Background: an optimization exercise with open tools, aiming at small area and a short achievable clock period. Do not read the settings as production practice.
Function was not checked in any run shown here: the RTL went through the layout flow alone.
Power is estimated from default activity; no workload was simulated.

==> flow/design.v, too long to show whole: its modules and the start of the top module <==
// module mul32_pipe: 1987 lines
// module mul_fa: 6 lines
// module mul_xor2: 5 lines
// module mul_maj3: 5 lines
// module mul_ha: 6 lines
module mul32_pipe(clk, rst, in_valid, a, b, out_valid, p);
  // ...
==> flow/flow/run.sh <==
#!/bin/bash
# Own layout flow: the standard ORFS flow (standard.sh), unchanged except that the
# port buffers that global placement inserts on every input and output use a plain buffer
# (buf_4) instead of the delay cell buffer_ports picks by default.
set -euo pipefail
export BUFFER_PORTS_ARGS="-buffer_cell sky130_fd_sc_hd__buf_4"
bash standard.sh finish > standard_flow.log 2>&1
==> flow/standard.sh <==
#!/bin/bash
# synth_recipe.tcl (not shown) runs the flow's synth.tcl, then flattens the netlist and writes it again
# the make line also repeats each setting of config.mk as NAME=value (left out here)
make -C /OpenROAD-flow-scripts/flow DESIGN_CONFIG=/design/flow/config.mk WORK_HOME=/design/flow/orfs CLKGATE_MAP_FILE= SYNTH_SCRIPT=/design/flow/synth_recipe.tcl "${@:-finish}"
==> flow/config.mk <==
export PLATFORM = sky130hd
export DESIGN_NAME = mul32_pipe
export DESIGN_NICKNAME = mul32_pipe
export VERILOG_FILES = /design/flow/design.v
export SDC_FILE = /design/flow/constraint.sdc
export NUM_CORES = 4
export LEC_CHECK = 0
export ABC_AREA = 1
export CAP_MARGIN = 20
export CORE_MARGIN = 2
export CORE_UTILIZATION = 40
export SLEW_MARGIN = 20
export SYNTH_HIERARCHICAL = 1
==> flow/constraint.sdc <==
create_clock -name core_clock -period 2.5 [get_ports {clk}]
set_input_delay 0.5000 -clock core_clock [delete_from_list [all_inputs] [get_ports {clk}]]
set_output_delay 0.5000 -clock core_clock [all_outputs]
set_load 0.01 [all_outputs]
==> flow_summary.ini, run 1 <==
[status]
outcome = complete, but fails checks
violations = negative setup slack

[timing]
hold_ws_ns = 0.07545
drv_slew = 0
period_minus_slack_ns = 2.992
finalSetupViolCount = 39
fin_ws_ns = -0.4917
fin_crit_sh_pct = 119.7
fmax_ghz = 0.3343

[routing]
top_layer_used = met4
via_per_inst = 5.581
drt-total-wl_um = 107400
routedWlPerCell_um = 24.78

[clocking]
cts_setup_buffers = 7
cts.clk_slew.worst_paths_ns = 0.06
cts-hold-fix-buffers = 1

[critical_path]
arrival_ns = 3.50
r2r_end = rk3[63]
crit_path_cell_trace = fa_1, ha_4, a21o_1, nor2_2, nand2_2, a21oi_4, nand2_8, buf_6, nand2_4, nand2_8, nand2_4, nand2_8, nand2_4, nand2_4, nand2_2, nand2_2, ha_4, xnor2_1
crit_path_max_incr_delay_ns = 0.60

[pwr]
combPwrFrac_pct = 58.0
p_leak_nw = 17.88
clockPowerShare_pct = 16.0
p_int_mw = 34.24
powerClk_mw = 9.09

[synthesis]
synth_mux_area_share_pct = 0
synth_edf_count = 0

[layout]
nNetsFinal = 3899
most-common-layout-cells = xor2_1 (536), dfxtp_1 (505), fa_1 (499)
area_growth_syn_to_layout_pct = 25.82
seq-cell-share_pct = 24.83
multiInputGateArea_mm2 = 0.02211

[grt]
grt_pass1_wl_um = 163700
gr-usage-all-layers_pct = 25.60

[floorplanning]
coreArea_mm2 = 0.08068
io_pins = 132
==> run 2: changes to the inputs <==
--- a/flow/design.v
+++ b/flow/design.v
@@ -1734,257 +1734,401 @@
   wire s1134_G29 = s1134_g0[57] | (s1134_p0[57] & s1134_g0[56]);
   wire s1134_P29 = s1134_p0[57] & s1134_p0[56];
   wire s1134_G30 = s1134_g0[59] | (s1134_p0[59] & s1134_g0[58]);
   wire s1134_P30 = s1134_p0[59] & s1134_p0[58];
   wire s1134_G31 = s1134_g0[61] | (s1134_p0[61] & s1134_g0[60]);
   wire s1134_P31 = s1134_p0[61] & s1134_p0[60];
   wire s1134_G32 = s1134_g0[63] | (s1134_p0[63] & s1134_g0[62]);
   wire s1134_P32 = s1134_p0[63] & s1134_p0[62];
-  wire s1134_G33 = s1134_G2 | (s1134_P2 & s1134_G1);
-  wire s1134_P33 = s1134_P2 & s1134_P1;
-  wire s1134_G34 = s1134_G4 | (s1134_P4 & s1134_G3);
-  wire s1134_P34 = s1134_P4 & s1134_P3;
-  wire s1134_G35 = s1134_G6 | (s1134_P6 & s1134_G5);
-  wire s1134_P35 = s1134_P6 & s1134_P5;
-  wire s1134_G36 = s1134_G8 | (s1134_P8 & s1134_G7);
-  wire s1134_P36 = s1134_P8 & s1134_P7;
-  wire s1134_G37 = s1134_G10 | (s1134_P10 & s1134_G9);
-  wire s1134_P37 = s1134_P10 & s1134_P9;
-  wire s1134_G38 = s1134_G12 | (s1134_P12 & s1134_G11);
-  wire s1134_P38 = s1134_P12 & s1134_P11;
-  wire s1134_G39 = s1134_G14 | (s1134_P14 & s1134_G13);
-  wire s1134_P39 = s1134_P14 & s1134_P13;
-  wire s1134_G40 = s1134_G16 | (s1134_P16 & s1134_G15);
-  wire s1134_P40 = s1134_P16 & s1134_P15;
-  wire s1134_G41 = s1134_G18 | (s1134_P18 & s1134_G17);
-  wire s1134_P41 = s1134_P18 & s1134_P17;
-  wire s1134_G42 = s1134_G20 | (s1134_P20 & s1134_G19);
-  wire s1134_P42 = s1134_P20 & s1134_P19;
-  wire s1134_G43 = s1134_G22 | (s1134_P22 & s1134_G21);
-  wire s1134_P43 = s1134_P22 & s1134_P21;
-  wire s1134_G44 = s1134_G24 | (s1134_P24 & s1134_G23);
-  wire s1134_P44 = s1134_P24 & s1134_P23;
-  wire s1134_G45 = s1134_G26 | (s1134_P26 & s1134_G25);
-  wire s1134_P45 = s1134_P26 & s1134_P25;
-  wire s1134_G46 = s1134_G28 | (s1134_P28 & s1134_G27);
-  wire s1134_P46 = s1134_P28 & s1134_P27;
-  wire s1134_G47 = s1134_G30 | (s1134_P30 & s1134_G29);
-  wire s1134_P47 = s1134_P30 & s1134_P29;
-  wire s1134_G48 = s1134_G32 | (s1134_P32 & s1134_G31);
-  wire s1134_P48 = s1134_P32 & s1134_P31;
-  wire s1134_G49 = s1134_G34 | (s1134_P34 & s1134_G33);
-  wire s1134_P49 = s1134_P34 & s1134_P33;
-  wire s1134_G50 = s1134_G36 | (s1134_P36 & s1134_G35);
-  wire s1134_P50 = s1134_P36 & s1134_P35;
-  wire s1134_G51 = s1134_G38 | (s1134_P38 & s1134_G37);
-  wire s1134_P51 = s1134_P38 & s1134_P37;
-  wire s1134_G52 = s1134_G40 | (s1134_P40 & s1134_G39);
-  wire s1134_P52 = s1134_P40 & s1134_P39;
-  wire s1134_G53 = s1134_G42 | (s1134_P42 & s1134_G41);
-  wire s1134_P53 = s1134_P42 & s1134_P41;
-  wire s1134_G54 = s1134_G44 | (s1134_P44 & s1134_G43);
-  wire s1134_P54 = s1134_P44 & s1134_P43;
-  wire s1134_G55 = s1134_G46 | (s1134_P46 & s1134_G45);
-  wire s1134_P55 = s1134_P46 & s1134_P45;
-  wire s1134_G56 = s1134_G48 | (s1134_P48 & s1134_G47);
-  wire s1134_P56 = s1134_P48 & s1134_P47;
-  wire s1134_G57 = s1134_G50 | (s1134_P50 & s1134_G49);
-  wire s1134_P57 = s1134_P50 & s1134_P49;
-  wire s1134_G58 = s1134_G52 | (s1134_P52 & s1134_G51);
-  wire s1134_P58 = s1134_P52 & s1134_P51;
-  wire s1134_G59 = s1134_G54 | (s1134_P54 & s1134_G53);
-  wire s1134_P59 = s1134_P54 & s1134_P53;
-  wire s1134_G60 = s1134_G56 | (s1134_P56 & s1134_G55);
-  wire s1134_P60 = s1134_P56 & s1134_P55;
-  wire s1134_G61 = s1134_G58 | (s1134_P58 & s1134_G57);
-  wire s1134_P61 = s1134_P58 & s1134_P57;
-  wire s1134_G62 = s1134_G60 | (s1134_P60 & s1134_G59);
-  wire s1134_P62 = s1134_P60 & s1134_P59;
-  wire s1134_G63 = s1134_G62 | (s1134_P62 & s1134_G61);
-  wire s1134_P63 = s1134_P62 & s1134_P61;
-  wire s1134_G64 = s1134_G59 | (s1134_P59 & s1134_G61);
-  wire s1134_P64 = s1134_P59 & s1134_P61;
-  wire s1134_G65 = s1134_G51 | (s1134_P51 & s1134_G57);
-  wire s1134_P65 = s1134_P51 & s1134_P57;
-  wire s1134_G66 = s1134_G53 | (s1134_P53 & s1134_G61);
-  wire s1134_P66 = s1134_P53 & s1134_P61;
-  wire s1134_G67 = s1134_G55 | (s1134_P55 & s1134_G64);
-  wire s1134_P67 = s1134_P55 & s1134_P64;
-  wire s1134_G68 = s1134_G35 | (s1134_P35 & s1134_G49);
-  wire s1134_P68 = s1134_P35 & s1134_P49;
-  wire s1134_G69 = s1134_G37 | (s1134_P37 & s1134_G57);
-  wire s1134_P69 = s1134_P37 & s1134_P57;
-  wire s1134_G70 = s1134_G39 | (s1134_P39 & s1134_G65);
-  wire s1134_P70 = s1134_P39 & s1134_P65;
-  wire s1134_G71 = s1134_G41 | (s1134_P41 & s1134_G61);
-  wire s1134_P71 = s1134_P41 & s1134_P61;
-  wire s1134_G72 = s1134_G43 | (s1134_P43 & s1134_G66);
-  wire s1134_P72 = s1134_P43 & s1134_P66;
-  wire s1134_G73 = s1134_G45 | (s1134_P45 & s1134_G64);
-  wire s1134_P73 = s1134_P45 & s1134_P64;
-  wire s1134_G74 = s1134_G47 | (s1134_P47 & s1134_G67);
-  wire s1134_P74 = s1134_P47 & s1134_P67;
-  wire s1134_G75 = s1134_G3 | (s1134_P3 & s1134_G33);
-  wire s1134_P75 = s1134_P3 & s1134_P33;
-  wire s1134_G76 = s1134_G5 | (s1134_P5 & s1134_G49);
-  wire s1134_P76 = s1134_P5 & s1134_P49;
-  wire s1134_G77 = s1134_G7 | (s1134_P7 & s1134_G68);
-  wire s1134_P77 = s1134_P7 & s1134_P68;
-  wire s1134_G78 = s1134_G9 | (s1134_P9 & s1134_G57);
-  wire s1134_P78 = s1134_P9 & s1134_P57;
-  wire s1134_G79 = s1134_G11 | (s1134_P11 & s1134_G69);
-  wire s1134_P79 = s1134_P11 & s1134_P69;
-  wire s1134_G80 = s1134_G13 | (s1134_P13 & s1134_G65);
-  wire s1134_P80 = s1134_P13 & s1134_P65;
-  wire s1134_G81 = s1134_G15 | (s1134_P15 & s1134_G70);
-  wire s1134_P81 = s1134_P15 & s1134_P70;
-  wire s1134_G82 = s1134_G17 | (s1134_P17 & s1134_G61);
-  wire s1134_P82 = s1134_P17 & s1134_P61;
-  wire s1134_G83 = s1134_G19 | (s1134_P19 & s1134_G71);
-  wire s1134_P83 = s1134_P19 & s1134_P71;
-  wire s1134_G84 = s1134_G21 | (s1134_P21 & s1134_G66);
-  wire s1134_P84 = s1134_P21 & s1134_P66;
-  wire s1134_G85 = s1134_G23 | (s1134_P23 & s1134_G72);
-  wire s1134_P85 = s1134_P23 & s1134_P72;
-  wire s1134_G86 = s1134_G25 | (s1134_P25 & s1134_G64);
-  wire s1134_P86 = s1134_P25 & s1134_P64;
-  wire s1134_G87 = s1134_G27 | (s1134_P27 & s1134_G73);
-  wire s1134_P87 = s1134_P27 & s1134_P73;
-  wire s1134_G88 = s1134_G29 | (s1134_P29 & s1134_G67);
-  wire s1134_P88 = s1134_P29 & s1134_P67;
-  wire s1134_G89 = s1134_G31 | (s1134_P31 & s1134_G74);
-  wire s1134_P89 = s1134_P31 & s1134_P74;
-  wire s1134_G90 = s1134_g0[2] | (s1134_p0[2] & s1134_G1);
-  wire s1134_P90 = s1134_p0[2] & s1134_P1;
-  wire s1134_G91 = s1134_g0[4] | (s1134_p0[4] & s1134_G33);
-  wire s1134_P91 = s1134_p0[4] & s1134_P33;
-  wire s1134_G92 = s1134_g0[6] | (s1134_p0[6] & s1134_G75);
-  wire s1134_P92 = s1134_p0[6] & s1134_P75;
-  wire s1134_G93 = s1134_g0[8] | (s1134_p0[8] & s1134_G49);
-  wire s1134_P93 = s1134_p0[8] & s1134_P49;
-  wire s1134_G94 = s1134_g0[10] | (s1134_p0[10] & s1134_G76);
-  wire s1134_P94 = s1134_p0[10] & s1134_P76;
-  wire s1134_G95 = s1134_g0[12] | (s1134_p0[12] & s1134_G68);
-  wire s1134_P95 = s1134_p0[12] & s1134_P68;
-  wire s1134_G96 = s1134_g0[14] | (s1134_p0[14] & s1134_G77);
-  wire s1134_P96 = s1134_p0[14] & s1134_P77;
-  wire s1134_G97 = s1134_g0[16] | (s1134_p0[16] & s1134_G57);
-  wire s1134_P97 = s1134_p0[16] & s1134_P57;
-  wire s1134_G98 = s1134_g0[18] | (s1134_p0[18] & s1134_G78);
-  wire s1134_P98 = s1134_p0[18] & s1134_P78;
-  wire s1134_G99 = s1134_g0[20] | (s1134_p0[20] & s1134_G69);
-  wire s1134_P99 = s1134_p0[20] & s1134_P69;
-  wire s1134_G100 = s1134_g0[22] | (s1134_p0[22] & s1134_G79);
-  wire s1134_P100 = s1134_p0[22] & s1134_P79;
-  wire s1134_G101 = s1134_g0[24] | (s1134_p0[24] & s1134_G65);
-  wire s1134_P101 = s1134_p0[24] & s1134_P65;
-  wire s1134_G102 = s1134_g0[26] | (s1134_p0[26] & s1134_G80);
-  wire s1134_P102 = s1134_p0[26] & s1134_P80;
-  wire s1134_G103 = s1134_g0[28] | (s1134_p0[28] & s1134_G70);
-  wire s1134_P103 = s1134_p0[28] & s1134_P70;
-  wire s1134_G104 = s1134_g0[30] | (s1134_p0[30] & s1134_G81);
-  wire s1134_P104 = s1134_p0[30] & s1134_P81;
-  wire s1134_G105 = s1134_g0[32] | (s1134_p0[32] & s1134_G61);
-  wire s1134_P105 = s1134_p0[32] & s1134_P61;
-  wire s1134_G106 = s1134_g0[34] | (s1134_p0[34] & s1134_G82);
-  wire s1134_P106 = s1134_p0[34] & s1134_P82;
-  wire s1134_G107 = s1134_g0[36] | (s1134_p0[36] & s1134_G71);
-  wire s1134_P107 = s1134_p0[36] & s1134_P71;
-  wire s1134_G108 = s1134_g0[38] | (s1134_p0[38] & s1134_G83);
-  wire s1134_P108 = s1134_p0[38] & s1134_P83;
-  wire s1134_G109 = s1134_g0[40] | (s1134_p0[40] & s1134_G66);
-  wire s1134_P109 = s1134_p0[40] & s1134_P66;
-  wire s1134_G110 = s1134_g0[42] | (s1134_p0[42] & s1134_G84);
-  wire s1134_P110 = s1134_p0[42] & s1134_P84;
-  wire s1134_G111 = s1134_g0[44] | (s1134_p0[44] & s1134_G72);
-  wire s1134_P111 = s1134_p0[44] & s1134_P72;
-  wire s1134_G112 = s1134_g0[46] | (s1134_p0[46] & s1134_G85);
-  wire s1134_P112 = s1134_p0[46] & s1134_P85;
-  wire s1134_G113 = s1134_g0[48] | (s1134_p0[48] & s1134_G64);
-  wire s1134_P113 = s1134_p0[48] & s1134_P64;
-  wire s1134_G114 = s1134_g0[50] | (s1134_p0[50] & s1134_G86);
-  wire s1134_P114 = s1134_p0[50] & s1134_P86;
-  wire s1134_G115 = s1134_g0[52] | (s1134_p0[52] & s1134_G73);
-  wire s1134_P115 = s1134_p0[52] & s1134_P73;
-  wire s1134_G116 = s1134_g0[54] | (s1134_p0[54] & s1134_G87);
-  wire s1134_P116 = s1134_p0[54] & s1134_P87;
-  wire s1134_G117 = s1134_g0[56] | (s1134_p0[56] & s1134_G67);
-  wire s1134_P117 = s1134_p0[56] & s1134_P67;
-  wire s1134_G118 = s1134_g0[58] | (s1134_p0[58] & s1134_G88);
-  wire s1134_P118 = s1134_p0[58] & s1134_P88;
-  wire s1134_G119 = s1134_g0[60] | (s1134_p0[60] & s1134_G74);
-  wire s1134_P119 = s1134_p0[60] & s1134_P74;
-  wire s1134_G120 = s1134_g0[62] | (s1134_p0[62] & s1134_G89);
-  wire s1134_P120 = s1134_p0[62] & s1134_P89;
+  wire s1134_G33 = s1134_g0[2] | (s1134_p0[2] & s1134_G1);
+  wire s1134_P33 = s1134_p0[2] & s1134_P1;
+  wire s1134_G34 = s1134_G2 | (s1134_P2 & s1134_G1);
+  wire s1134_P34 = s1134_P2 & s1134_P1;
+  wire s1134_G35 = s1134_g0[6] | (s1134_p0[6] & s1134_G3);
+  wire s1134_P35 = s1134_p0[6] & s1134_P3;
+  wire s1134_G36 = s1134_G4 | (s1134_P4 & s1134_G3);
+  wire s1134_P36 = s1134_P4 & s1134_P3;
+  wire s1134_G37 = s1134_g0[10] | (s1134_p0[10] & s1134_G5);
+  wire s1134_P37 = s1134_p0[10] & s1134_P5;
+  wire s1134_G38 = s1134_G6 | (s1134_P6 & s1134_G5);
+  wire s1134_P38 = s1134_P6 & s1134_P5;
+  wire s1134_G39 = s1134_g0[14] | (s1134_p0[14] & s1134_G7);
+  wire s1134_P39 = s1134_p0[14] & s1134_P7;
+  wire s1134_G40 = s1134_G8 | (s1134_P8 & s1134_G7);
+  wire s1134_P40 = s1134_P8 & s1134_P7;
+  wire s1134_G41 = s1134_g0[18] | (s1134_p0[18] & s1134_G9);
+  wire s1134_P41 = s1134_p0[18] & s1134_P9;
+  wire s1134_G42 = s1134_G10 | (s1134_P10 & s1134_G9);
+  wire s1134_P42 = s1134_P10 & s1134_P9;
+  wire s1134_G43 = s1134_g0[22] | (s1134_p0[22] & s1134_G11);
+  wire s1134_P43 = s1134_p0[22] & s1134_P11;
+  wire s1134_G44 = s1134_G12 | (s1134_P12 & s1134_G11);
+  wire s1134_P44 = s1134_P12 & s1134_P11;
+  wire s1134_G45 = s1134_g0[26] | (s1134_p0[26] & s1134_G13);
+  wire s1134_P45 = s1134_p0[26] & s1134_P13;
+  wire s1134_G46 = s1134_G14 | (s1134_P14 & s1134_G13);
+  wire s1134_P46 = s1134_P14 & s1134_P13;
+  wire s1134_G47 = s1134_g0[30] | (s1134_p0[30] & s1134_G15);
+  wire s1134_P47 = s1134_p0[30] & s1134_P15;
+  wire s1134_G48 = s1134_G16 | (s1134_P16 & s1134_G15);
+  wire s1134_P48 = s1134_P16 & s1134_P15;
+  wire s1134_G49 = s1134_g0[34] | (s1134_p0[34] & s1134_G17);
+  wire s1134_P49 = s1134_p0[34] & s1134_P17;
+  wire s1134_G50 = s1134_G18 | (s1134_P18 & s1134_G17);
+  wire s1134_P50 = s1134_P18 & s1134_P17;
+  wire s1134_G51 = s1134_g0[38] | (s1134_p0[38] & s1134_G19);
+  wire s1134_P51 = s1134_p0[38] & s1134_P19;
+  wire s1134_G52 = s1134_G20 | (s1134_P20 & s1134_G19);
+  wire s1134_P52 = s1134_P20 & s1134_P19;
+  wire s1134_G53 = s1134_g0[42] | (s1134_p0[42] & s1134_G21);
+  wire s1134_P53 = s1134_p0[42] & s1134_P21;
+  wire s1134_G54 = s1134_G22 | (s1134_P22 & s1134_G21);
+  wire s1134_P54 = s1134_P22 & s1134_P21;
+  wire s1134_G55 = s1134_g0[46] | (s1134_p0[46] & s1134_G23);
+  wire s1134_P55 = s1134_p0[46] & s1134_P23;
+  wire s1134_G56 = s1134_G24 | (s1134_P24 & s1134_G23);
+  wire s1134_P56 = s1134_P24 & s1134_P23;
+  wire s1134_G57 = s1134_g0[50] | (s1134_p0[50] & s1134_G25);
+  wire s1134_P57 = s1134_p0[50] & s1134_P25;
+  wire s1134_G58 = s1134_G26 | (s1134_P26 & s1134_G25);
+  wire s1134_P58 = s1134_P26 & s1134_P25;
+  wire s1134_G59 = s1134_g0[54] | (s1134_p0[54] & s1134_G27);
+  wire s1134_P59 = s1134_p0[54] & s1134_P27;
+  wire s1134_G60 = s1134_G28 | (s1134_P28 & s1134_G27);
+  wire s1134_P60 = s1134_P28 & s1134_P27;
+  wire s1134_G61 = s1134_g0[58] | (s1134_p0[58] & s1134_G29);
+  wire s1134_P61 = s1134_p0[58] & s1134_P29;
+  wire s1134_G62 = s1134_G30 | (s1134_P30 & s1134_G29);
+  wire s1134_P62 = s1134_P30 & s1134_P29;
+  wire s1134_G63 = s1134_g0[62] | (s1134_p0[62] & s1134_G31);
+  wire s1134_P63 = s1134_p0[62] & s1134_P31;
+  wire s1134_G64 = s1134_G32 | (s1134_P32 & s1134_G31);
+  wire s1134_P64 = s1134_P32 & s1134_P31;
+  wire s1134_G65 = s1134_g0[4] | (s1134_p0[4] & s1134_G34);
+  wire s1134_P65 = s1134_p0[4] & s1134_P34;
+  wire s1134_G66 = s1134_G3 | (s1134_P3 & s1134_G34);
+  wire s1134_P66 = s1134_P3 & s1134_P34;
+  wire s1134_G67 = s1134_G35 | (s1134_P35 & s1134_G34);
+  wire s1134_P67 = s1134_P35 & s1134_P34;
+  wire s1134_G68 = s1134_G36 | (s1134_P36 & s1134_G34);
+  wire s1134_P68 = s1134_P36 & s1134_P34;
+  wire s1134_G69 = s1134_g0[12] | (s1134_p0[12] & s1134_G38);
+  wire s1134_P69 = s1134_p0[12] & s1134_P38;
+  wire s1134_G70 = s1134_G7 | (s1134_P7 & s1134_G38);
+  wire s1134_P70 = s1134_P7 & s1134_P38;
+  wire s1134_G71 = s1134_G39 | (s1134_P39 & s1134_G38);
+  wire s1134_P71 = s1134_P39 & s1134_P38;
+  wire s1134_G72 = s1134_G40 | (s1134_P40 & s1134_G38);
+  wire s1134_P72 = s1134_P40 & s1134_P38;
+  wire s1134_G73 = s1134_g0[20] | (s1134_p0[20] & s1134_G42);
+  wire s1134_P73 = s1134_p0[20] & s1134_P42;
+  wire s1134_G74 = s1134_G11 | (s1134_P11 & s1134_G42);
+  wire s1134_P74 = s1134_P11 & s1134_P42;
+  wire s1134_G75 = s1134_G43 | (s1134_P43 & s1134_G42);
+  wire s1134_P75 = s1134_P43 & s1134_P42;
+  wire s1134_G76 = s1134_G44 | (s1134_P44 & s1134_G42);
+  wire s1134_P76 = s1134_P44 & s1134_P42;
+  wire s1134_G77 = s1134_g0[28] | (s1134_p0[28] & s1134_G46);
+  wire s1134_P77 = s1134_p0[28] & s1134_P46;
+  wire s1134_G78 = s1134_G15 | (s1134_P15 & s1134_G46);
+  wire s1134_P78 = s1134_P15 & s1134_P46;
+  wire s1134_G79 = s1134_G47 | (s1134_P47 & s1134_G46);
+  wire s1134_P79 = s1134_P47 & s1134_P46;
+  wire s1134_G80 = s1134_G48 | (s1134_P48 & s1134_G46);
+  wire s1134_P80 = s1134_P48 & s1134_P46;
+  wire s1134_G81 = s1134_g0[36] | (s1134_p0[36] & s1134_G50);
+  wire s1134_P81 = s1134_p0[36] & s1134_P50;
+  wire s1134_G82 = s1134_G19 | (s1134_P19 & s1134_G50);
+  wire s1134_P82 = s1134_P19 & s1134_P50;
+  wire s1134_G83 = s1134_G51 | (s1134_P51 & s1134_G50);
+  wire s1134_P83 = s1134_P51 & s1134_P50;
+  wire s1134_G84 = s1134_G52 | (s1134_P52 & s1134_G50);
+  wire s1134_P84 = s1134_P52 & s1134_P50;
+  wire s1134_G85 = s1134_g0[44] | (s1134_p0[44] & s1134_G54);
+  wire s1134_P85 = s1134_p0[44] & s1134_P54;
+  wire s1134_G86 = s1134_G23 | (s1134_P23 & s1134_G54);
+  wire s1134_P86 = s1134_P23 & s1134_P54;
+  wire s1134_G87 = s1134_G55 | (s1134_P55 & s1134_G54);
+  wire s1134_P87 = s1134_P55 & s1134_P54;
+  wire s1134_G88 = s1134_G56 | (s1134_P56 & s1134_G54);
+  wire s1134_P88 = s1134_P56 & s1134_P54;
+  wire s1134_G89 = s1134_g0[52] | (s1134_p0[52] & s1134_G58);
+  wire s1134_P89 = s1134_p0[52] & s1134_P58;
+  wire s1134_G90 = s1134_G27 | (s1134_P27 & s1134_G58);
+  wire s1134_P90 = s1134_P27 & s1134_P58;
+  wire s1134_G91 = s1134_G59 | (s1134_P59 & s1134_G58);
+  wire s1134_P91 = s1134_P59 & s1134_P58;
+  wire s1134_G92 = s1134_G60 | (s1134_P60 & s1134_G58);
+  wire s1134_P92 = s1134_P60 & s1134_P58;
+  wire s1134_G93 = s1134_g0[60] | (s1134_p0[60] & s1134_G62);
+  wire s1134_P93 = s1134_p0[60] & s1134_P62;
+  wire s1134_G94 = s1134_G31 | (s1134_P31 & s1134_G62);
+  wire s1134_P94 = s1134_P31 & s1134_P62;
+  wire s1134_G95 = s1134_G63 | (s1134_P63 & s1134_G62);
+  wire s1134_P95 = s1134_P63 & s1134_P62;
+  wire s1134_G96 = s1134_G64 | (s1134_P64 & s1134_G62);
+  wire s1134_P96 = s1134_P64 & s1134_P62;
+  wire s1134_G97 = s1134_g0[8] | (s1134_p0[8] & s1134_G68);
+  wire s1134_P97 = s1134_p0[8] & s1134_P68;
+  wire s1134_G98 = s1134_G5 | (s1134_P5 & s1134_G68);
+  wire s1134_P98 = s1134_P5 & s1134_P68;
+  wire s1134_G99 = s1134_G37 | (s1134_P37 & s1134_G68);
+  wire s1134_P99 = s1134_P37 & s1134_P68;
+  wire s1134_G100 = s1134_G38 | (s1134_P38 & s1134_G68);
+  wire s1134_P100 = s1134_P38 & s1134_P68;
+  wire s1134_G101 = s1134_G69 | (s1134_P69 & s1134_G68);
+  wire s1134_P101 = s1134_P69 & s1134_P68;
+  wire s1134_G102 = s1134_G70 | (s1134_P70 & s1134_G68);
+  wire s1134_P102 = s1134_P70 & s1134_P68;
+  wire s1134_G103 = s1134_G71 | (s1134_P71 & s1134_G68);
+  wire s1134_P103 = s1134_P71 & s1134_P68;
+  wire s1134_G104 = s1134_G72 | (s1134_P72 & s1134_G68);
+  wire s1134_P104 = s1134_P72 & s1134_P68;
+  wire s1134_G105 = s1134_g0[24] | (s1134_p0[24] & s1134_G76);
+  wire s1134_P105 = s1134_p0[24] & s1134_P76;
+  wire s1134_G106 = s1134_G13 | (s1134_P13 & s1134_G76);
+  wire s1134_P106 = s1134_P13 & s1134_P76;
+  wire s1134_G107 = s1134_G45 | (s1134_P45 & s1134_G76);
+  wire s1134_P107 = s1134_P45 & s1134_P76;
+  wire s1134_G108 = s1134_G46 | (s1134_P46 & s1134_G76);
+  wire s1134_P108 = s1134_P46 & s1134_P76;
+  wire s1134_G109 = s1134_G77 | (s1134_P77 & s1134_G76);
+  wire s1134_P109 = s1134_P77 & s1134_P76;
+  wire s1134_G110 = s1134_G78 | (s1134_P78 & s1134_G76);
+  wire s1134_P110 = s1134_P78 & s1134_P76;
+  wire s1134_G111 = s1134_G79 | (s1134_P79 & s1134_G76);
+  wire s1134_P111 = s1134_P79 & s1134_P76;
+  wire s1134_G112 = s1134_G80 | (s1134_P80 & s1134_G76);
+  wire s1134_P112 = s1134_P80 & s1134_P76;
+  wire s1134_G113 = s1134_g0[40] | (s1134_p0[40] & s1134_G84);
+  wire s1134_P113 = s1134_p0[40] & s1134_P84;
+  wire s1134_G114 = s1134_G21 | (s1134_P21 & s1134_G84);
+  wire s1134_P114 = s1134_P21 & s1134_P84;
+  wire s1134_G115 = s1134_G53 | (s1134_P53 & s1134_G84);
+  wire s1134_P115 = s1134_P53 & s1134_P84;
+  wire s1134_G116 = s1134_G54 | (s1134_P54 & s1134_G84);
+  wire s1134_P116 = s1134_P54 & s1134_P84;
+  wire s1134_G117 = s1134_G85 | (s1134_P85 & s1134_G84);
+  wire s1134_P117 = s1134_P85 & s1134_P84;
+  wire s1134_G118 = s1134_G86 | (s1134_P86 & s1134_G84);
+  wire s1134_P118 = s1134_P86 & s1134_P84;
+  wire s1134_G119 = s1134_G87 | (s1134_P87 & s1134_G84);
+  wire s1134_P119 = s1134_P87 & s1134_P84;
+  wire s1134_G120 = s1134_G88 | (s1134_P88 & s1134_G84);
+  wire s1134_P120 = s1134_P88 & s1134_P84;
+  wire s1134_G121 = s1134_g0[56] | (s1134_p0[56] & s1134_G92);
+  wire s1134_P121 = s1134_p0[56] & s1134_P92;
+  wire s1134_G122 = s1134_G29 | (s1134_P29 & s1134_G92);
+  wire s1134_P122 = s1134_P29 & s1134_P92;
+  wire s1134_G123 = s1134_G61 | (s1134_P61 & s1134_G92);
+  wire s1134_P123 = s1134_P61 & s1134_P92;
+  wire s1134_G124 = s1134_G62 | (s1134_P62 & s1134_G92);
+  wire s1134_P124 = s1134_P62 & s1134_P92;
+  wire s1134_G125 = s1134_G93 | (s1134_P93 & s1134_G92);
+  wire s1134_P125 = s1134_P93 & s1134_P92;
+  wire s1134_G126 = s1134_G94 | (s1134_P94 & s1134_G92);
+  wire s1134_P126 = s1134_P94 & s1134_P92;
+  wire s1134_G127 = s1134_G95 | (s1134_P95 & s1134_G92);
+  wire s1134_P127 = s1134_P95 & s1134_P92;
+  wire s1134_G128 = s1134_G96 | (s1134_P96 & s1134_G92);
+  wire s1134_P128 = s1134_P96 & s1134_P92;
+  wire s1134_G129 = s1134_g0[16] | (s1134_p0[16] & s1134_G104);
+  wire s1134_P129 = s1134_p0[16] & s1134_P104;
+  wire s1134_G130 = s1134_G9 | (s1134_P9 & s1134_G104);
+  wire s1134_P130 = s1134_P9 & s1134_P104;
+  wire s1134_G131 = s1134_G41 | (s1134_P41 & s1134_G104);
+  wire s1134_P131 = s1134_P41 & s1134_P104;
+  wire s1134_G132 = s1134_G42 | (s1134_P42 & s1134_G104);
+  wire s1134_P132 = s1134_P42 & s1134_P104;
+  wire s1134_G133 = s1134_G73 | (s1134_P73 & s1134_G104);
+  wire s1134_P133 = s1134_P73 & s1134_P104;
+  wire s1134_G134 = s1134_G74 | (s1134_P74 & s1134_G104);
+  wire s1134_P134 = s1134_P74 & s1134_P104;
+  wire s1134_G135 = s1134_G75 | (s1134_P75 & s1134_G104);
+  wire s1134_P135 = s1134_P75 & s1134_P104;
+  wire s1134_G136 = s1134_G76 | (s1134_P76 & s1134_G104);
+  wire s1134_P136 = s1134_P76 & s1134_P104;
+  wire s1134_G137 = s1134_G105 | (s1134_P105 & s1134_G104);
+  wire s1134_P137 = s1134_P105 & s1134_P104;
+  wire s1134_G138 = s1134_G106 | (s1134_P106 & s1134_G104);
+  wire s1134_P138 = s1134_P106 & s1134_P104;
+  wire s1134_G139 = s1134_G107 | (s1134_P107 & s1134_G104);
+  wire s1134_P139 = s1134_P107 & s1134_P104;
+  wire s1134_G140 = s1134_G108 | (s1134_P108 & s1134_G104);
+  wire s1134_P140 = s1134_P108 & s1134_P104;
+  wire s1134_G141 = s1134_G109 | (s1134_P109 & s1134_G104);
+  wire s1134_P141 = s1134_P109 & s1134_P104;
+  wire s1134_G142 = s1134_G110 | (s1134_P110 & s1134_G104);
+  wire s1134_P142 = s1134_P110 & s1134_P104;
+  wire s1134_G143 = s1134_G111 | (s1134_P111 & s1134_G104);
+  wire s1134_P143 = s1134_P111 & s1134_P104;
+  wire s1134_G144 = s1134_G112 | (s1134_P112 & s1134_G104);
+  wire s1134_P144 = s1134_P112 & s1134_P104;
+  wire s1134_G145 = s1134_g0[48] | (s1134_p0[48] & s1134_G120);
+  wire s1134_P145 = s1134_p0[48] & s1134_P120;
+  wire s1134_G146 = s1134_G25 | (s1134_P25 & s1134_G120);
+  wire s1134_P146 = s1134_P25 & s1134_P120;
+  wire s1134_G147 = s1134_G57 | (s1134_P57 & s1134_G120);
+  wire s1134_P147 = s1134_P57 & s1134_P120;
+  wire s1134_G148 = s1134_G58 | (s1134_P58 & s1134_G120);
+  wire s1134_P148 = s1134_P58 & s1134_P120;
+  wire s1134_G149 = s1134_G89 | (s1134_P89 & s1134_G120);
+  wire s1134_P149 = s1134_P89 & s1134_P120;
+  wire s1134_G150 = s1134_G90 | (s1134_P90 & s1134_G120);
+  wire s1134_P150 = s1134_P90 & s1134_P120;
+  wire s1134_G151 = s1134_G91 | (s1134_P91 & s1134_G120);
+  wire s1134_P151 = s1134_P91 & s1134_P120;
+  wire s1134_G152 = s1134_G92 | (s1134_P92 & s1134_G120);
+  wire s1134_P152 = s1134_P92 & s1134_P120;
+  wire s1134_G153 = s1134_G121 | (s1134_P121 & s1134_G120);
+  wire s1134_P153 = s1134_P121 & s1134_P120;
+  wire s1134_G154 = s1134_G122 | (s1134_P122 & s1134_G120);
+  wire s1134_P154 = s1134_P122 & s1134_P120;
+  wire s1134_G155 = s1134_G123 | (s1134_P123 & s1134_G120);
+  wire s1134_P155 = s1134_P123 & s1134_P120;
+  wire s1134_G156 = s1134_G124 | (s1134_P124 & s1134_G120);
+  wire s1134_P156 = s1134_P124 & s1134_P120;
+  wire s1134_G157 = s1134_G125 | (s1134_P125 & s1134_G120);
+  wire s1134_P157 = s1134_P125 & s1134_P120;
+  wire s1134_G158 = s1134_G126 | (s1134_P126 & s1134_G120);
+  wire s1134_P158 = s1134_P126 & s1134_P120;
+  wire s1134_G159 = s1134_G127 | (s1134_P127 & s1134_G120);
+  wire s1134_P159 = s1134_P127 & s1134_P120;
+  wire s1134_G160 = s1134_G128 | (s1134_P128 & s1134_G120);
+  wire s1134_P160 = s1134_P128 & s1134_P120;
+  wire s1134_G161 = s1134_g0[32] | (s1134_p0[32] & s1134_G144);
+  wire s1134_P161 = s1134_p0[32] & s1134_P144;
+  wire s1134_G162 = s1134_G17 | (s1134_P17 & s1134_G144);
+  wire s1134_P162 = s1134_P17 & s1134_P144;
+  wire s1134_G163 = s1134_G49 | (s1134_P49 & s1134_G144);
+  wire s1134_P163 = s1134_P49 & s1134_P144;
+  wire s1134_G164 = s1134_G50 | (s1134_P50 & s1134_G144);
+  wire s1134_P164 = s1134_P50 & s1134_P144;
+  wire s1134_G165 = s1134_G81 | (s1134_P81 & s1134_G144);
+  wire s1134_P165 = s1134_P81 & s1134_P144;
+  wire s1134_G166 = s1134_G82 | (s1134_P82 & s1134_G144);
+  wire s1134_P166 = s1134_P82 & s1134_P144;
+  wire s1134_G167 = s1134_G83 | (s1134_P83 & s1134_G144);
+  wire s1134_P167 = s1134_P83 & s1134_P144;
+  wire s1134_G168 = s1134_G84 | (s1134_P84 & s1134_G144);
+  wire s1134_P168 = s1134_P84 & s1134_P144;
+  wire s1134_G169 = s1134_G113 | (s1134_P113 & s1134_G144);
+  wire s1134_P169 = s1134_P113 & s1134_P144;
+  wire s1134_G170 = s1134_G114 | (s1134_P114 & s1134_G144);
+  wire s1134_P170 = s1134_P114 & s1134_P144;
+  wire s1134_G171 = s1134_G115 | (s1134_P115 & s1134_G144);
+  wire s1134_P171 = s1134_P115 & s1134_P144;
+  wire s1134_G172 = s1134_G116 | (s1134_P116 & s1134_G144);
+  wire s1134_P172 = s1134_P116 & s1134_P144;
+  wire s1134_G173 = s1134_G117 | (s1134_P117 & s1134_G144);
+  wire s1134_P173 = s1134_P117 & s1134_P144;
+  wire s1134_G174 = s1134_G118 | (s1134_P118 & s1134_G144);
+  wire s1134_P174 = s1134_P118 & s1134_P144;
+  wire s1134_G175 = s1134_G119 | (s1134_P119 & s1134_G144);
+  wire s1134_P175 = s1134_P119 & s1134_P144;
+  wire s1134_G176 = s1134_G120 | (s1134_P120 & s1134_G144);
+  wire s1134_P176 = s1134_P120 & s1134_P144;
+  wire s1134_G177 = s1134_G145 | (s1134_P145 & s1134_G144);
+  wire s1134_P177 = s1134_P145 & s1134_P144;
+  wire s1134_G178 = s1134_G146 | (s1134_P146 & s1134_G144);
+  wire s1134_P178 = s1134_P146 & s1134_P144;
+  wire s1134_G179 = s1134_G147 | (s1134_P147 & s1134_G144);
+  wire s1134_P179 = s1134_P147 & s1134_P144;
+  wire s1134_G180 = s1134_G148 | (s1134_P148 & s1134_G144);
+  wire s1134_P180 = s1134_P148 & s1134_P144;
+  wire s1134_G181 = s1134_G149 | (s1134_P149 & s1134_G144);
+  wire s1134_P181 = s1134_P149 & s1134_P144;
+  wire s1134_G182 = s1134_G150 | (s1134_P150 & s1134_G144);
+  wire s1134_P182 = s1134_P150 & s1134_P144;
+  wire s1134_G183 = s1134_G151 | (s1134_P151 & s1134_G144);
+  wire s1134_P183 = s1134_P151 & s1134_P144;
+  wire s1134_G184 = s1134_G152 | (s1134_P152 & s1134_G144);
+  wire s1134_P184 = s1134_P152 & s1134_P144;
+  wire s1134_G185 = s1134_G153 | (s1134_P153 & s1134_G144);
+  wire s1134_P185 = s1134_P153 & s1134_P144;
+  wire s1134_G186 = s1134_G154 | (s1134_P154 & s1134_G144);
+  wire s1134_P186 = s1134_P154 & s1134_P144;
+  wire s1134_G187 = s1134_G155 | (s1134_P155 & s1134_G144);
+  wire s1134_P187 = s1134_P155 & s1134_P144;
+  wire s1134_G188 = s1134_G156 | (s1134_P156 & s1134_G144);
+  wire s1134_P188 = s1134_P156 & s1134_P144;
+  wire s1134_G189 = s1134_G157 | (s1134_P157 & s1134_G144);
+  wire s1134_P189 = s1134_P157 & s1134_P144;
+  wire s1134_G190 = s1134_G158 | (s1134_P158 & s1134_G144);
+  wire s1134_P190 = s1134_P158 & s1134_P144;
+  wire s1134_G191 = s1134_G159 | (s1134_P159 & s1134_G144);
+  wire s1134_P191 = s1134_P159 & s1134_P144;
+  wire s1134_G192 = s1134_G160 | (s1134_P160 & s1134_G144);
+  wire s1134_P192 = s1134_P160 & s1134_P144;
   assign s1134[0] = s1134_p0[0] ^ 1'b0;
   assign s1134[1] = s1134_p0[1] ^ s1134_g0[0];
   assign s1134[2] = s1134_p0[2] ^ s1134_G1;
-  assign s1134[3] = s1134_p0[3] ^ s1134_G90;
-  assign s1134[4] = s1134_p0[4] ^ s1134_G33;
-  assign s1134[5] = s1134_p0[5] ^ s1134_G91;
-  assign s1134[6] = s1134_p0[6] ^ s1134_G75;
-  assign s1134[7] = s1134_p0[7] ^ s1134_G92;
-  assign s1134[8] = s1134_p0[8] ^ s1134_G49;
-  assign s1134[9] = s1134_p0[9] ^ s1134_G93;
-  assign s1134[10] = s1134_p0[10] ^ s1134_G76;
-  assign s1134[11] = s1134_p0[11] ^ s1134_G94;
-  assign s1134[12] = s1134_p0[12] ^ s1134_G68;
-  assign s1134[13] = s1134_p0[13] ^ s1134_G95;
-  assign s1134[14] = s1134_p0[14] ^ s1134_G77;
-  assign s1134[15] = s1134_p0[15] ^ s1134_G96;
-  assign s1134[16] = s1134_p0[16] ^ s1134_G57;
-  assign s1134[17] = s1134_p0[17] ^ s1134_G97;
-  assign s1134[18] = s1134_p0[18] ^ s1134_G78;
-  assign s1134[19] = s1134_p0[19] ^ s1134_G98;
-  assign s1134[20] = s1134_p0[20] ^ s1134_G69;
-  assign s1134[21] = s1134_p0[21] ^ s1134_G99;
-  assign s1134[22] = s1134_p0[22] ^ s1134_G79;
-  assign s1134[23] = s1134_p0[23] ^ s1134_G100;
-  assign s1134[24] = s1134_p0[24] ^ s1134_G65;
-  assign s1134[25] = s1134_p0[25] ^ s1134_G101;
-  assign s1134[26] = s1134_p0[26] ^ s1134_G80;
-  assign s1134[27] = s1134_p0[27] ^ s1134_G102;
-  assign s1134[28] = s1134_p0[28] ^ s1134_G70;
-  assign s1134[29] = s1134_p0[29] ^ s1134_G103;
-  assign s1134[30] = s1134_p0[30] ^ s1134_G81;
-  assign s1134[31] = s1134_p0[31] ^ s1134_G104;
-  assign s1134[32] = s1134_p0[32] ^ s1134_G61;
-  assign s1134[33] = s1134_p0[33] ^ s1134_G105;
-  assign s1134[34] = s1134_p0[34] ^ s1134_G82;
-  assign s1134[35] = s1134_p0[35] ^ s1134_G106;
-  assign s1134[36] = s1134_p0[36] ^ s1134_G71;
-  assign s1134[37] = s1134_p0[37] ^ s1134_G107;
-  assign s1134[38] = s1134_p0[38] ^ s1134_G83;
-  assign s1134[39] = s1134_p0[39] ^ s1134_G108;
-  assign s1134[40] = s1134_p0[40] ^ s1134_G66;
-  assign s1134[41] = s1134_p0[41] ^ s1134_G109;
-  assign s1134[42] = s1134_p0[42] ^ s1134_G84;
-  assign s1134[43] = s1134_p0[43] ^ s1134_G110;
-  assign s1134[44] = s1134_p0[44] ^ s1134_G72;
-  assign s1134[45] = s1134_p0[45] ^ s1134_G111;
-  assign s1134[46] = s1134_p0[46] ^ s1134_G85;
-  assign s1134[47] = s1134_p0[47] ^ s1134_G112;
-  assign s1134[48] = s1134_p0[48] ^ s1134_G64;
-  assign s1134[49] = s1134_p0[49] ^ s1134_G113;
-  assign s1134[50] = s1134_p0[50] ^ s1134_G86;
-  assign s1134[51] = s1134_p0[51] ^ s1134_G114;
-  assign s1134[52] = s1134_p0[52] ^ s1134_G73;
-  assign s1134[53] = s1134_p0[53] ^ s1134_G115;
-  assign s1134[54] = s1134_p0[54] ^ s1134_G87;
-  assign s1134[55] = s1134_p0[55] ^ s1134_G116;
-  assign s1134[56] = s1134_p0[56] ^ s1134_G67;
-  assign s1134[57] = s1134_p0[57] ^ s1134_G117;
-  assign s1134[58] = s1134_p0[58] ^ s1134_G88;
-  assign s1134[59] = s1134_p0[59] ^ s1134_G118;
-  assign s1134[60] = s1134_p0[60] ^ s1134_G74;
-  assign s1134[61] = s1134_p0[61] ^ s1134_G119;
-  assign s1134[62] = s1134_p0[62] ^ s1134_G89;
-  assign s1134[63] = s1134_p0[63] ^ s1134_G120;
-  assign s1134[64] = s1134_G63;
+  assign s1134[3] = s1134_p0[3] ^ s1134_G33;
+  assign s1134[4] = s1134_p0[4] ^ s1134_G34;
+  assign s1134[5] = s1134_p0[5] ^ s1134_G65;
+  assign s1134[6] = s1134_p0[6] ^ s1134_G66;
+  assign s1134[7] = s1134_p0[7] ^ s1134_G67;
+  assign s1134[8] = s1134_p0[8] ^ s1134_G68;
+  assign s1134[9] = s1134_p0[9] ^ s1134_G97;
+  assign s1134[10] = s1134_p0[10] ^ s1134_G98;
+  assign s1134[11] = s1134_p0[11] ^ s1134_G99;
+  assign s1134[12] = s1134_p0[12] ^ s1134_G100;
+  assign s1134[13] = s1134_p0[13] ^ s1134_G101;
+  assign s1134[14] = s1134_p0[14] ^ s1134_G102;
+  assign s1134[15] = s1134_p0[15] ^ s1134_G103;
+  assign s1134[16] = s1134_p0[16] ^ s1134_G104;
+  assign s1134[17] = s1134_p0[17] ^ s1134_G129;
+  assign s1134[18] = s1134_p0[18] ^ s1134_G130;
+  assign s1134[19] = s1134_p0[19] ^ s1134_G131;
+  assign s1134[20] = s1134_p0[20] ^ s1134_G132;
+  assign s1134[21] = s1134_p0[21] ^ s1134_G133;
+  assign s1134[22] = s1134_p0[22] ^ s1134_G134;
+  assign s1134[23] = s1134_p0[23] ^ s1134_G135;
+  assign s1134[24] = s1134_p0[24] ^ s1134_G136;
+  assign s1134[25] = s1134_p0[25] ^ s1134_G137;
+  assign s1134[26] = s1134_p0[26] ^ s1134_G138;
+  assign s1134[27] = s1134_p0[27] ^ s1134_G139;
+  assign s1134[28] = s1134_p0[28] ^ s1134_G140;
+  assign s1134[29] = s1134_p0[29] ^ s1134_G141;
+  assign s1134[30] = s1134_p0[30] ^ s1134_G142;
+  assign s1134[31] = s1134_p0[31] ^ s1134_G143;
+  assign s1134[32] = s1134_p0[32] ^ s1134_G144;
+  assign s1134[33] = s1134_p0[33] ^ s1134_G161;
+  assign s1134[34] = s1134_p0[34] ^ s1134_G162;
+  assign s1134[35] = s1134_p0[35] ^ s1134_G163;
+  assign s1134[36] = s1134_p0[36] ^ s1134_G164;
+  assign s1134[37] = s1134_p0[37] ^ s1134_G165;
+  assign s1134[38] = s1134_p0[38] ^ s1134_G166;
+  assign s1134[39] = s1134_p0[39] ^ s1134_G167;
+  assign s1134[40] = s1134_p0[40] ^ s1134_G168;
+  assign s1134[41] = s1134_p0[41] ^ s1134_G169;
+  assign s1134[42] = s1134_p0[42] ^ s1134_G170;
+  assign s1134[43] = s1134_p0[43] ^ s1134_G171;
+  assign s1134[44] = s1134_p0[44] ^ s1134_G172;
+  assign s1134[45] = s1134_p0[45] ^ s1134_G173;
+  assign s1134[46] = s1134_p0[46] ^ s1134_G174;
+  assign s1134[47] = s1134_p0[47] ^ s1134_G175;
+  assign s1134[48] = s1134_p0[48] ^ s1134_G176;
+  assign s1134[49] = s1134_p0[49] ^ s1134_G177;
+  assign s1134[50] = s1134_p0[50] ^ s1134_G178;
+  assign s1134[51] = s1134_p0[51] ^ s1134_G179;
+  assign s1134[52] = s1134_p0[52] ^ s1134_G180;
+  assign s1134[53] = s1134_p0[53] ^ s1134_G181;
+  assign s1134[54] = s1134_p0[54] ^ s1134_G182;
+  assign s1134[55] = s1134_p0[55] ^ s1134_G183;
+  assign s1134[56] = s1134_p0[56] ^ s1134_G184;
+  assign s1134[57] = s1134_p0[57] ^ s1134_G185;
+  assign s1134[58] = s1134_p0[58] ^ s1134_G186;
+  assign s1134[59] = s1134_p0[59] ^ s1134_G187;
+  assign s1134[60] = s1134_p0[60] ^ s1134_G188;
+  assign s1134[61] = s1134_p0[61] ^ s1134_G189;
+  assign s1134[62] = s1134_p0[62] ^ s1134_G190;
+  assign s1134[63] = s1134_p0[63] ^ s1134_G191;
+  assign s1134[64] = s1134_G192;
   always @(posedge clk) rk1 <= {fs908, fs788, fc787, fs787, fc786, fc907, fs907, fc906, fs906, fc905, fs784, fs905, fc904, fs783, fc782, fs904, fc903, fs782, fs903, fc902, fs780, fs902, fc901, fs778, fs777, fs901, fc900, fs776, fs775, fs900, fc899, fc898, fs899, fs898, fc897, fc896, fs772, fs897, fs896, fc895, fc894, fs895, fs894, fc893, fc892, fs893, fs892, fc891, fc890, fs764, fs891, fs890, fc889, fc888, fs761, fs889, fs888, fc887, fc886, fs758, fs757, fs887, fs886, fc885, fc884, fc883, fs885, fs884, fs883, fc882, fc881, fs752, fs751, fs882, fs881, fc880, fc879, fs748, fs747, fs880, fs879, fc878, fc877, fc876, fs878, fs877, fs876, fc875, fc874, fc873, fs875, fs874, fs873, fc872, fc871, fc870, fs736, fs872, fs871, fs870, fc869, fc868, fc867, fs732, fs731, fs869, fs868, fs867, fc866, fc865, fc864, fs728, fs866, fs865, fs864, fc863, fc862, fc861, fs723, fs863, fs862, fs861, fc860, fc859, fc858, fs718, fs717, fs860, fs859, fs858, fc857, fc856, fc855, fs713, fs712, fs857, fs856, fs855, fc854, fc853, fc852, fc851, fs708, fs854, fs853, fs852, fs851, fc850, fc849, fc848, fs703, fs702, fs850, fs849, fs848, fc847, fc846, fc845, fc844, fs847, fs846, fs845, fs844, fc843, fc842, fc841, fs692, fs691, fs843, fs842, fs841, fc840, fc839, fc838, fc837, fs840, fs839, fs838, fs837, fc836, fc835, fc834, fs682, fs836, fs835, fs834, fc833, fc832, fc831, fs677, fs833, fs832, fs831, fc830, fc829, fc828, fs672, fs671, fs830, fs829, fs828, fc827, fc826, fc825, fs827, fs826, fs825, fc824, fc823, fc822, fs824, fs823, fs822, fc821, fc820, fc819, fs659, fs821, fs820, fs819, fc818, fc817, fs655, fs654, fs818, fs817, fc816, fc815, fs651, fs650, fs816, fs815, fc814, fc813, fc812, fs814, fs813, fs812, fc811, fc810, fs644, fs811, fs810, fc809, fc808, fs640, fs809, fs808, fc807, fc806, fs637, fs636, fs807, fs806, fc805, fc804, fs805, fs804, fc803, fc802, fs803, fs802, fc801, fc800, fs628, fs801, fs800, fc799, fs626, fs625, fs799, fc798, fs623, fs622, fs798, fc797, fc796, fs797, fs796, fc795, fs619, fs795, fc794, fs617, fs794, fc793, fs615, fc614, fs793, fc792, fs792, fc791, fs791, fc790, fs611, fs790, fs610, fc609, fs609, n100, fc789, fs789, fs608, n33, n32, b[1]};
   always @(posedge clk) rk2 <= {fc1050, rk1[305], fs1050, fs990, fc1086, fs1086, fs1049, fc1085, fs1085, fs1048, fs987, fc986, fc1084, fs1084, fs1047, fc1046, fc1083, fs1083, fs1045, fc1044, fc1082, fs1082, fs1043, fc1042, fs1042, fc1041, fc1081, fs1081, fc1080, fs1040, fs1080, fc1079, fs1079, fc1078, fs1038, fs1078, fc1077, fs1077, fc1076, fs1036, fs1076, fc1075, fs1075, fc1074, fs1034, fs1074, fc1073, fs1032, fs1073, fc1072, fs1031, fs1072, fc1071, fs1028, fs1071, fc1070, fs1027, fs1070, fc1069, fs1025, fs1069, fc1068, fs1023, fs1068, fc1067, fs1021, fs1067, fc1066, fs1018, fs1066, fc1065, fs1017, fs1065, fc1064, fs1014, fs1064, fc1063, fs1012, fs1063, fc1062, fs1010, fs1062, fc1061, fs1008, fs1061, fc1060, fs1060, fc1059, fs1059, fc1058, fs1058, fc1057, fs1057, fc1056, fs1056, fc1055, fs1055, fc1054, fs1054, fc1053, fs1053, fc1052, fs998, fs1052, fs997, fc996, fs996, fc995, fs995, fc994, fs994, fc993, fs993, fc992, fs992, fs914, fs913, fc912, fs912, fc911, fs911, fc910, fs910, rk1[19], rk1[15], rk1[14], rk1[13], rk1[12], fc1051, fs1051, fs991, fs909, rk1[4], rk1[3], rk1[2], rk1[1], rk1[0]};
   always @(posedge clk) rk3 <= {s1134[63], s1134[62], s1134[61], s1134[60], s1134[59], s1134[58], s1134[57], s1134[56], s1134[55], s1134[54], s1134[53], s1134[52], s1134[51], s1134[50], s1134[49], s1134[48], s1134[47], s1134[46], s1134[45], s1134[44], s1134[43], s1134[42], s1134[41], s1134[40], s1134[39], s1134[38], s1134[37], s1134[36], s1134[35], s1134[34], s1134[33], s1134[32], s1134[31], s1134[30], s1134[29], s1134[28], s1134[27], s1134[26], s1134[25], s1134[24], s1134[23], s1134[22], s1134[21], s1134[20], s1134[19], s1134[18], s1134[17], s1134[16], s1134[15], s1134[14], s1134[13], s1134[12], s1134[11], s1134[10], s1134[9], s1134[8], s1134[7], s1134[6], s1134[5], s1134[4], s1134[3], s1134[2], s1134[1], s1134[0]};
   assign p = {rk3[63], rk3[62], rk3[61], rk3[60], rk3[59], rk3[58], rk3[57], rk3[56], rk3[55], rk3[54], rk3[53], rk3[52], rk3[51], rk3[50], rk3[49], rk3[48], rk3[47], rk3[46], rk3[45], rk3[44], rk3[43], rk3[42], rk3[41], rk3[40], rk3[39], rk3[38], rk3[37], rk3[36], rk3[35], rk3[34], rk3[33], rk3[32], rk3[31], rk3[30], rk3[29], rk3[28], rk3[27], rk3[26], rk3[25], rk3[24], rk3[23], rk3[22], rk3[21], rk3[20], rk3[19], rk3[18], rk3[17], rk3[16], rk3[15], rk3[14], rk3[13], rk3[12], rk3[11], rk3[10], rk3[9], rk3[8], rk3[7], rk3[6], rk3[5], rk3[4], rk3[3], rk3[2], rk3[1], rk3[0]};
 endmodule
 module mul_fa(x, y, z, s, c);
   input x, y, z;
   output s, c;
==> run 2 against run 1 <==
The run now finishes clean. Clock skew is 0.0079 ns higher. Die area increased by 3.1%. First-iteration DRC count up 2.2%. Synthesized cell count grew 12%. Clock-buffer cell count decreased by 6. Final area rose by 0.64%. Via count up 4.9%. Routed wire length down 1.3%. Combinational power grew 6%. Critical endpoint is now rk3[32]. Largest cell class unchanged. Largest power group unchanged.
==> flow_summary.ini, run 2 <==
[routing]
drc = 0
drt-total-wl_um = 106000
via_per_inst = 5.488
antenna_left = 0
vias = 25370
dr.pass1.iters = 5
drtIter0Drc = 2409
routedWlPerCell_um = 22.92

[critical_path]
cp_slowest_cell = fa_2
arrival_ns = 3.01
cp-start-kind = register
cp_data_required_time_ns = 3.04
worst-path-buf-inv = 3
crit_path_end_kind = register
crit_path_cell_trace = ha_1, ha_4, nand2_1, nor2_2, inv_1, nor2_1, nand2_1, nand3_4, nand2_4, nand2_8, inv_4, fa_2, inv_2
crit_family = adder cells
setup.worst_path.class = reg2reg
crit_path_max_incr_delay_ns = 0.52
critPathMaxFanout = 4
path_common_cell = nand2_1

[layout]
largest_register = rk1
area_growth_syn_to_layout_pct = 22.80
multiInputGateArea_mm2 = 0.02235
fillers = 7565
biggestRegsByFlops = rk1 x306, rk2 x137, rk3 x64
largest_reg_flops = 306
stdcell_count = 4623
drive_gt1_share_pct = 20.39
nNetsFinal = 4144
regArea_mm2 = 0.01021
layout_commonest_cell = xor2_1
most-common-layout-cells = xor2_1 (527), dfxtp_1 (507), fa_1 (491)

[pwr]
p_per_area_mw_per_mm2 = 1427
p_leak_nw = 18.33
ir_worst_vdd_mv = 0.8586

[synthesis]
synth_edf_count = 0
synth.area.top_cells = dfxtp_1 (30%), fa_1 (29%), xor2_1 (14%)
syn_avg_cell_area_um2 = 10.40
synth_top_area_share_pct = 30.28
synthTopCellsByCount = xor2_1 (527), dfxtp_1 (510), o22ai_1 (496)
ys_ff_latch = 510
async_flop_share_pct = 0
synth_flop_cell = dfxtp_1
yosysWarnings = 7
synth_top_cell_by_area = dfxtp_1
seq_area_frac_synth_pct = 30.28
post-synth-top-count-cell = xor2_1
syn_inst = 3242
syn_area_mm2 = 0.03371
yosysUniqueCellTypes = 39

[grt]
grt_pass1_wl_um = 161400
grt_start_max_net_pins = 37
grt_pass1_vias = 26500
top_usage_layer = met2
grt_use_met1_pct = 32.70
antenna_found_initial = 8
gr-usage-all-layers_pct = 24.71
grtUsageMet3_pct = 7.262
grt.overflow.total = 0
use_met2_pct = 38.31

[floorplanning]
die_area_mm2 = 0.08662
start_util_pct = 40.35
coreArea_mm2 = 0.08356
die_w_um = 294.3
placementRows = 106
io_pins = 132
die_y_um = 294.3

[clocking]
cts_tree = done
cts_max_level = 2
clk_path_buf_depth = 3
cts_buffers = 57
cts.clk_slew.worst_paths_ns = 0.06
cts_root_buf = clkbuf_16
clkLatencyLatePin_ns = 0.64
numClockSinks = 510

[placed_design]
hpwlAfterDp_um = 75200
io_buffer_count = 131
dpl_worst_slack_ns = -0.2423
gp_congestion = 0.9193
dp_cells = 4511

[flow_run]
drv_cap = 0

[timing]
fin_crit_sh_pct = 98.78
period_minus_slack_ns = 2.469
finalSetupViolCount = 0
fmax_ghz = 0.4049
fin_ws_ns = 0.03055
rsz0062_at_grt = yes
drv_slew = 0
finalHoldViolations = 0
worst_pin_slew_ns = 0.7208
slew_headroom_pct = 51.94
skew_ns = 0.03057

[worst_hold_path]
min_path_type = in2reg

[status]
outcome = timing/DRC/antenna clean
[run 2: changes by cell type after synthesis, sizes merged, moves of 19 or more]
cell,delta
a21oi,+44
buf,+23
fa,-19
inv,+72
nand2,+185
nand3,+33
nor2,+41
[run 2: cell families after synthesis]
kind of cell	after synthesis	synth area share, %
simple gates	518	6.317
xor+xnor	533	13.85
flops	510	30.28
compound gates	601	10.98
fa+ha+maj	582	32.62
other cells	1	0.01112
buf+inv	497	5.942
[run 2: per-layer routing]
layer | share of wire (%) | wire length [um] | vias up
met4 | 3.9 | 4183 | 10
met2 | 45 | 47920 | 1326
met1 | 40 | 42600 | 12660
li1 | - | - | 11100
met5 | 0.091 | 96 | -
met3 | 11 | 11180 | 272
[run 2: stage by stage]
step / setup TNS (ns) / hold slack [ns] / power [mW] / cell area (um2) / util [%]
2_1_floorplan: -0.5010 / 0.3096 / 35.03 / 34340 / -
3_3_place_gp: -29.17 / 0.3119 / 46.45 / 38680 / 46.29
3_5_place_dp: -32.54 / 0.3121 / 47.04 / 38680 / 46.29
4_1_cts: 0 / 0.04413 / 57.09 / 40870 / 48.91
5_1_grt: -0.2250 / 0.06854 / 64.82 / 41400 / 49.55
6_report: 0 / 0.07562 / 59.06 / 41400 / 49.55
[run 2: final timing paths]
kind              startpoint  cells past startpoint        to  slack [ns]
hold reg to reg       rk1[0]                      0    rk2[0]        0.31
hold / removal      in_valid                      3  vpipe[0]        0.08
setup reg to reg     rk2[21]                     13   rk3[32]        0.03
setup / recovery     rk2[21]                     13   rk3[32]        0.03
[run 2: worst reg2reg max path, cell delays in order, from the launching register on]
cell and delay, ns:
dfxtp_1 0.30, ha_1 0.33, ha_4 0.29, nand2_1 0.07, nor2_2 0.12, inv_1 0.05
nor2_1 0.09, nand2_1 0.09, nand3_4 0.18, nand2_4 0.09, nand2_8 0.17, inv_4 0.05
fa_2 0.52, inv_2 0.03
[run 2: report_power, final]
group	internal, mW	switching (mW)
combinational	15.5	19.3
clock	5.89	3.65
sequential	12.7	2.02
[run 2: per-module statistics from Yosys (local to each module, per instance)]
module	times used	cell area, um2	cells inside	flops+latches
mul_ha	34	12.51	1	0
mul_fa	492	20.02	1	0
mul32_pipe	1	23440	2716	510
[run 2: final cells by class]
class                           count  area share, %
Clock buffer                       76          3.908
Inverter                          230          2.091
Sequential cell                   510          24.67
Tap cell                         1080          3.264
Antenna cell                        2        0.01209
Clock inverter                     29          1.239
Timing Repair Buffer              446          10.82
Multi-Input combinational cell   2250          53.99
[run 2: timing repair]
action                                  4_1_cts  5_1_grt
pin swaps                                     2       19
setup buffers                                 0        3
hold buffers                                  1        0
cloned                                        0        1
gates resized for setup                       9       90
endpoints found under the setup margin       36       37
hold endpoints to repair                      1        0
==> run 3: changes to the inputs <==
--- a/flow/config.mk
+++ b/flow/config.mk
@@ -9,5 +9,6 @@
 export CAP_MARGIN = 20
 export CORE_MARGIN = 2
 export CORE_UTILIZATION = 40
+export GPL_TIMING_DRIVEN = 0
 export SLEW_MARGIN = 20
 export SYNTH_HIERARCHICAL = 1
==> run 3 against run 2 <==
The layout now fails its checks (negative setup slack). Maximum frequency is 5.4% lower. Sequential share of layout area is 0.64 points higher. Routed wire length is 10% higher. Power is 1.5% higher. Clock-buffer cell count is 2 higher. Global-route usage is 2.0 points higher. Non-clock buffer count is 10 lower. Critical endpoint unchanged.
==> flow_summary.ini, run 3 <==
[timing]
slew_headroom_pct = 31.51
finalSetupViolCount = 35
fin_crit_sh_pct = 104.5
finalHoldViolations = 0
fmax_ghz = 0.3829
period_minus_slack_ns = 2.611
rsz0062_at_grt = yes
drv_slew = 0
fin_ws_ns = -0.1114
worst_pin_slew_ns = 1.027
skew_ns = 0.02064

[floorplanning]
coreArea_mm2 = 0.08356
die_area_mm2 = 0.08662
die_y_um = 294.3
start_util_pct = 40.35
die_w_um = 294.3
placementRows = 106
io_pins = 132

[routing]
via_per_inst = 5.556
routedWlPerCell_um = 25.34
drtIter0Drc = 2778
vias = 25630
drc = 0
drt-total-wl_um = 116900
antenna_left = 0
dr.pass1.iters = 7

[layout]
stdcell_count = 4612
nNetsFinal = 4133
final_area_mm2 = 0.04036
drive_gt1_share_pct = 19.94
most-common-layout-cells = xor2_1 (511), dfxtp_1 (505), fa_1 (487)
area_growth_syn_to_layout_pct = 19.71
largest_register = rk1
layout_commonest_cell = xor2_1
biggestRegsByFlops = rk1 x306, rk2 x137, rk3 x64
fin_util_pct = 48.30
largest_reg_flops = 306

[pwr]
ir_worst_vdd_mv = 0.8781
p_leak_nw = 17.61
p_per_area_mw_per_mm2 = 1486

[synthesis]
synth_edf_count = 0
yosysWarnings = 7
synth_flop_cell = dfxtp_1
ys_ff_latch = 510
async_flop_share_pct = 0
synthTopCellsByCount = xor2_1 (527), dfxtp_1 (510), o22ai_1 (496)
yosysUniqueCellTypes = 39
syn_avg_cell_area_um2 = 10.40
syn_inst = 3242
post-synth-top-count-cell = xor2_1
syn_area_mm2 = 0.03371
synth_top_area_share_pct = 30.28
synth_top_cell_by_area = dfxtp_1
seq_area_frac_synth_pct = 30.28
synth.area.top_cells = dfxtp_1 (30%), fa_1 (29%), xor2_1 (14%)

[status]
violations = negative setup slack
outcome = complete, but fails checks

[clocking]
cts.clk_slew.worst_paths_ns = 0.06
numClockSinks = 510
clkLatencyLatePin_ns = 0.62
clk_path_buf_depth = 3
cts_root_buf = clkbuf_16
cts_buffers = 56
cts_tree = done
cts-hold-fix-buffers = 0
cts_max_level = 2

[critical_path]
cp_data_required_time_ns = 3.06
arrival_ns = 3.17
crit_family = adder cells
path_common_cell = fa_2
worst-path-buf-inv = 4
cp_slowest_cell = fa_2
crit_path_cell_trace = fa_2, ha_4, inv_2, o21bai_1, nor2_1, nand2_2, a21oi_4, nand2_8, buf_12, clkinv_4, fa_2, inv_1
critPathMaxFanout = 5
cp-start-kind = register
crit_path_end_kind = register
crit_path_max_incr_delay_ns = 0.63
setup.worst_path.class = reg2reg

[grt]
gr-usage-all-layers_pct = 26.72
grt_start_max_net_pins = 15
grt_pass1_vias = 25900
grt_pass1_wl_um = 168500
antenna_found_initial = 3
grt.overflow.total = 0

[placed_design]
gp_congestion = 1.030
dpl_worst_slack_ns = -0.9029
dp_cells = 4466
hpwlAfterDp_um = 92090
dpl_cell_area_mm2 = 0.03666
io_buffer_count = 129

[flow_run]
drv_cap = 0

[worst_hold_path]
min_path_type = in2reg
==> run 3: worst paths after layout <==
| path | slack [ns] | depth (start not counted) | to | start |
|---|---|---|---|---|
| worst min register to register | 0.33 | 0 | rk2[11] | rk1[14] |
| worst max register to register | -0.11 | 12 | rk3[32] | rk2[61] |
| worst min-delay path | 0.06 | 2 | vpipe[1] | rst |
| worst max-delay path | -0.11 | 12 | rk3[32] | rk2[61] |
==> run 3: modules after synthesis, one instance, submodules excluded <==
module / cells / times used / flip-flops and latches
mul_fa: 1 / 492 / 0
mul_ha: 1 / 34 / 0
mul32_pipe: 2716 / 1 / 510
==> run 3: power breakdown <==
part | internal [mW] | total, mW | switching (mW) | leakage, nW
registers | 12.7 | 14.5 | 1.78 | 4.30
logic | 15.8 | 36.6 | 20.8 | 12.3
clock network | 5.50 | 8.86 | 3.36 | 0.980
total | 34.0 | 60.0 | 26.0 | 17.6
==> run 3: per-layer routing <==
metal,vias up,GRT usage [%],part of all wire (%)
li1,11070,-,-
met1,12830,35.51,40
met2,1434,40.92,45
met3,293,7.330,11
met4,0,11.45,4.6
met5,-,0,0
==> run 3: repair_timing <==
item,CTS,global route
endpoints found under the setup margin,128,146
buffers inserted,9,28
endpoints found under the hold margin,0,0
pin swaps,26,47
cloned,1,3
resized for setup,124,249
==> run 3: worst reg2reg max path, stage by stage (launching register included) <==
cell	delay [ns]
dfxtp_2	0.32
fa_2	0.63
ha_4	0.23
inv_2	0.06
o21bai_1	0.06
nor2_1	0.14
nand2_2	0.10
a21oi_4	0.19
nand2_8	0.12
buf_12	0.18
clkinv_4	0.07
fa_2	0.41
inv_1	0.05
==> run 3: layout make-up <==
type                       count  area (um2)
antenna                        2       5.005
buffer                       266        1650
clock buffer                  78        1637
clock inverter                26       392.9
fill                        7752       43200
inverter                     230       875.8
multi-input combinational   2250       22870
sequential                   510       10220
tap                         1080        1351
timing repair buffer         170        1365
==> run 3: cells by family after synthesis <==
family / synth area share (%)
AOI/OAI and AO/OA: 10.98
DFF: 30.28
buffers and inverters: 5.942
xor gates and xnor gates: 13.85
other: 0.01112
and+or+nand+nor: 6.317
adders and majority gates: 32.62
==> run 3: per-stage QoR <==
stage / TNS [ns] / hold WS [ns] / total power, mW
final: -1.094 / 0.05649 / 59.97
after detailed placement: -163.46 / 0.3128 / 46.01
after CTS: -1.163 / 0.03281 / 57.83
after floorplan: -0.5010 / 0.3096 / 35.03
after global routing: -3.787 / 0.03996 / 65.43
after global placement: -162.72 / 0.3119 / 45.56

what the ideal ports hide:
The flow's constraints put no driver on any port. The routed layouts listed below were extracted and timed again, unchanged, in two steps. Step 1 sets driving cells, clkbuf_16 on the clock port and buf_2 on the other inputs (assumed; they add their load-dependent delay and slew). Step 2 also shifts input and output timing later by t, the mid clock arrival at the registers, as if the neighbouring blocks saw the same clock. Three values: ideal ports, drivers, drivers and shift; two values: the first two.
run | shift t [ns] | slack for setup (ns) | worst hold slack (ns) | worst setup path after step 2
run 1 | 0.690 | -0.492 / -0.492 / -0.492 | 0.075 / 0.044 / 0.323 | register to register
run 2 | 0.687 | 0.031 / 0.031 / -0.390 | 0.076 / 0.042 / 0.307 | input to register
run 3 | 0.678 | -0.111 / -0.111 / -0.723 | 0.056 / 0.016 / 0.326 | input to register
With both steps, setup timing fails in run 2, where it was met with ideal ports. For run 3, which loses most, drivers alone change the setup slack by 0.000 ns; drivers and shift together by -0.612 ns.
